From an optimization exercise on the open Yosys and OpenROAD flow, aimed at small area and a short achievable clock period; shortcuts taken in it are not production practice.
Function was checked by simulation only, so behaviour that the tests miss may differ from the original.
No activity file was given, so power comes from the tool's default toggle rates.

==> flow/design.v (excerpt) <==
module pipelined_divider (input             clock,
                          input             reset,
                          input             input_valid,
                          input       [5:0] input_tag,
                          input      [23:0] divisor,
                          input      [31:0] dividend,
                          output reg        output_valid,
                          output reg  [5:0] output_tag,
                          output reg [31:0] quotient,
                          output reg [31:0] remainder);
Size: about 14000 cells after synthesis, about 1600 flip-flops, ~140 I/O pins, ~86000 µm² of cells after synthesis.
==> flow/config.mk <==
export PLATFORM = sky130hd
export DESIGN_NAME = pipelined_divider
export DESIGN_NICKNAME = pipelined_divider
export VERILOG_FILES = /design/flow/design.v
export SDC_FILE = /design/flow/constraint.sdc
export NUM_CORES = 4
export LEC_CHECK = 0
export ABC_AREA = 1
export ABC_CLOCK_PERIOD_IN_PS = 3000
export CAP_MARGIN = 20
export CORE_MARGIN = 2
export CORE_UTILIZATION = 40
export CTS_CLUSTER_DIAMETER = 80
export CTS_CLUSTER_SIZE = 30
export SETUP_SLACK_MARGIN = 4.35
export SLEW_MARGIN = 20
export TNS_END_PERCENT = 20
==> flow/constraint.sdc <==
create_clock -name core_clock -period 7.0 [get_ports {clock}]
set_input_delay 1.4000 -clock core_clock [delete_from_list [all_inputs] [get_ports {clock}]]
set_output_delay 1.4000 -clock core_clock [all_outputs]
set_load 0.01 [all_outputs]
standard.sh (not shown) runs the stock make flow with config.mk's settings and CLKGATE_MAP_FILE= SYNTH_SCRIPT=/design/flow/synth_recipe.tcl, a recipe that flattens the netlist after the stock synthesis.
==> flow/flow/run.sh <==
#!/bin/bash
set -euo pipefail
here=$(cd "$(dirname "$0")" && pwd)
source "$here/vars.sh"
bash standard.sh > flow.log 2>&1
==> flow/flow/vars.sh <==
# ORFS variables for this flow (see run.sh)
# No full-adder cell mapping in synthesis: ABC maps the adders itself.
export ADDER_MAP_FILE=
# Port buffers: a plain buffer rather than the default pick (a delay cell).
export BUFFER_PORTS_ARGS="-buffer_cell sky130_fd_sc_hd__buf_2"
The starting point completed without violations.
Edit:
--- a/flow/design.v
+++ b/flow/design.v
@@ -354,61 +354,68 @@
         q13 <= {q12, c28_2, (c28_2 ? c28_3 : c28_1)};
         r13 <= r28_c;
     end
     wire [25:0] x30 = {r13, a13[3], a13[2]};
     wire [26:0] s30_1 = {1'd0, x30} - {3'd0, d13};
     wire [26:0] s30_2 = {1'd0, x30} - {2'd0, d13, 1'b0};
     wire [26:0] s30_3 = {1'd0, x30} - {1'd0, d3_13};
     wire c30_1 = ~s30_1[26], c30_2 = ~s30_2[26], c30_3 = ~s30_3[26];
     wire [23:0] r30_c = c30_2 ? (c30_3 ? s30_3[23:0] : s30_2[23:0]) : (c30_1 ? s30_1[23:0] : x30[23:0]);
     reg        v14, n14, z14;
     reg  [5:0] t14;
     reg [23:0] d14;
-    reg [25:0] d3_14;
     reg [1:0] a14;
     reg [31:2] q14;
     reg [23:0] r14;
     always @(posedge clock) begin
         v14 <= reset ? 1'b0 : v13;
         t14 <= t13;
         n14 <= n13;
         z14 <= z13;
         d14 <= d13;
-        d3_14 <= d3_13;
         a14 <= a13[1:0];
         q14 <= {q13, c30_2, (c30_2 ? c30_3 : c30_1)};
         r14 <= r30_c;
     end
-    wire [25:0] x32 = {r14, a14[1], a14[0]};
-    wire [26:0] s32_1 = {1'd0, x32} - {3'd0, d14};
-    wire [26:0] s32_2 = {1'd0, x32} - {2'd0, d14, 1'b0};
-    wire [26:0] s32_3 = {1'd0, x32} - {1'd0, d3_14};
-    wire c32_1 = ~s32_1[26], c32_2 = ~s32_2[26], c32_3 = ~s32_3[26];
-    wire [23:0] r32_c = c32_2 ? (c32_3 ? s32_3[23:0] : s32_2[23:0]) : (c32_1 ? s32_1[23:0] : x32[23:0]);
-    wire [31:0] qf = {q14, c32_2, (c32_2 ? c32_3 : c32_1)};
-    wire [23:0] rf = r32_c;
+    wire [24:0] p31 = {r14, a14[1]};
+    wire [25:0] s31 = {1'b0, p31} - {2'b0, d14};
+    wire g31 = ~s31[25];
+    wire [23:0] r31_c = g31 ? s31[23:0] : p31[23:0];
     reg        v15, n15, z15;
     reg  [5:0] t15;
-    reg [31:0] q15;
+    reg [23:0] d15;
+    reg [0:0] a15;
+    reg [31:1] q15;
     reg [23:0] r15;
-    reg [23:0] dm15;   
     always @(posedge clock) begin
-        dm15 <= d14 - 24'd1;
         v15 <= reset ? 1'b0 : v14;
         t15 <= t14;
         n15 <= n14;
         z15 <= z14;
-        q15 <= qf;
-        r15 <= rf;
+        d15 <= d14;
+        a15 <= a14[0:0];
+        q15 <= {q14, g31};
+        r15 <= r31_c;
     end
-    wire        ex = (r15 == dm15);
-    wire [31:0] qn = -q15;
-    wire [31:0] qs = n15 ? (ex ? ~q15 : qn) : q15;
-    wire [31:0] rs = n15 ? (ex ? 32'd0 : ~{8'd0, r15}) : {8'd0, r15};
-    wire [31:0] qa = q15 ^ {32{n15}};   
+    wire [24:0] xf = {r15, a15[0]};
+    wire [25:0] sf = {1'b0, xf} - {2'd0, d15};
+    wire        gf = ~sf[25];
+    wire [31:0] qf = {q15, gf};
+    wire [25:0] xi = {1'b0, xf} + 26'd1;
+    wire        e0 = (xi == {2'd0, d15});         
+    wire        e1 = (xi == {1'b0, d15, 1'b0});   
+    wire [30:0] qhn = -q15;
+    wire [30:0] qsh = n15 ? ((gf | e0) ? ~q15 : qhn) : q15;
+    wire        qs0 = gf ^ (n15 & (gf ? e1 : e0));
+    wire [31:0] qs = {qsh, qs0};
+    wire [23:0] rg1 = n15 ? (e1 ? 24'd0 : ~sf[23:0]) : sf[23:0];
+    wire [23:0] rg0 = n15 ? (e0 ? 24'd0 : ~xf[23:0]) : xf[23:0];
+    wire [7:0]  rs8 = {8{n15 & ~(gf ? e1 : e0)}};
+    wire [31:0] rs = {rs8, gf ? rg1 : rg0};
+    wire [31:0] qa = qf ^ {32{n15}};   
     always @(posedge clock) begin
         output_valid <= reset ? 1'b0 : v15;
         output_tag <= t15;
         quotient <= z15 ? {{31{~n15}}, 1'b1} : qs;
         remainder <= z15 ? qa : rs;
     end
 endmodule
What happened: Power is about the same; cell area went down by 0.58%; via count drops by about 4.7%; setup slack improved by 0.092 ns; flip-flop and latch count shrinks by 25.

## port drivers added, routing unchanged
The results above use ideal ports. As a check the final layouts listed here were re-extracted and re-timed, cells and wires unchanged. Step 1 sets driving cells, clkbuf_16 on the clock port and buf_2 on the other inputs (assumed; they add their load-dependent delay and slew). Step 2 moves the port delays by t, midway between the first and last clock arrival at a register: inputs arrive t later, outputs are due t later. That takes back most of the time a late clock gives input paths. a / b / c = ideal / step 1 / step 2; a / b = the first two.
run | t, ns | setup slack, ns | cell pins on the clock port's net
the first run | 0.895 | 4.167 / 4.077 / 4.193 | 1
the second run | 0.872 | 4.259 / 4.176 / 3.905 | 1
After both steps every run listed still meets setup and hold. The setup slack of the second run, which loses most, moves by -0.083 ns with the drivers and by -0.354 ns with both steps.
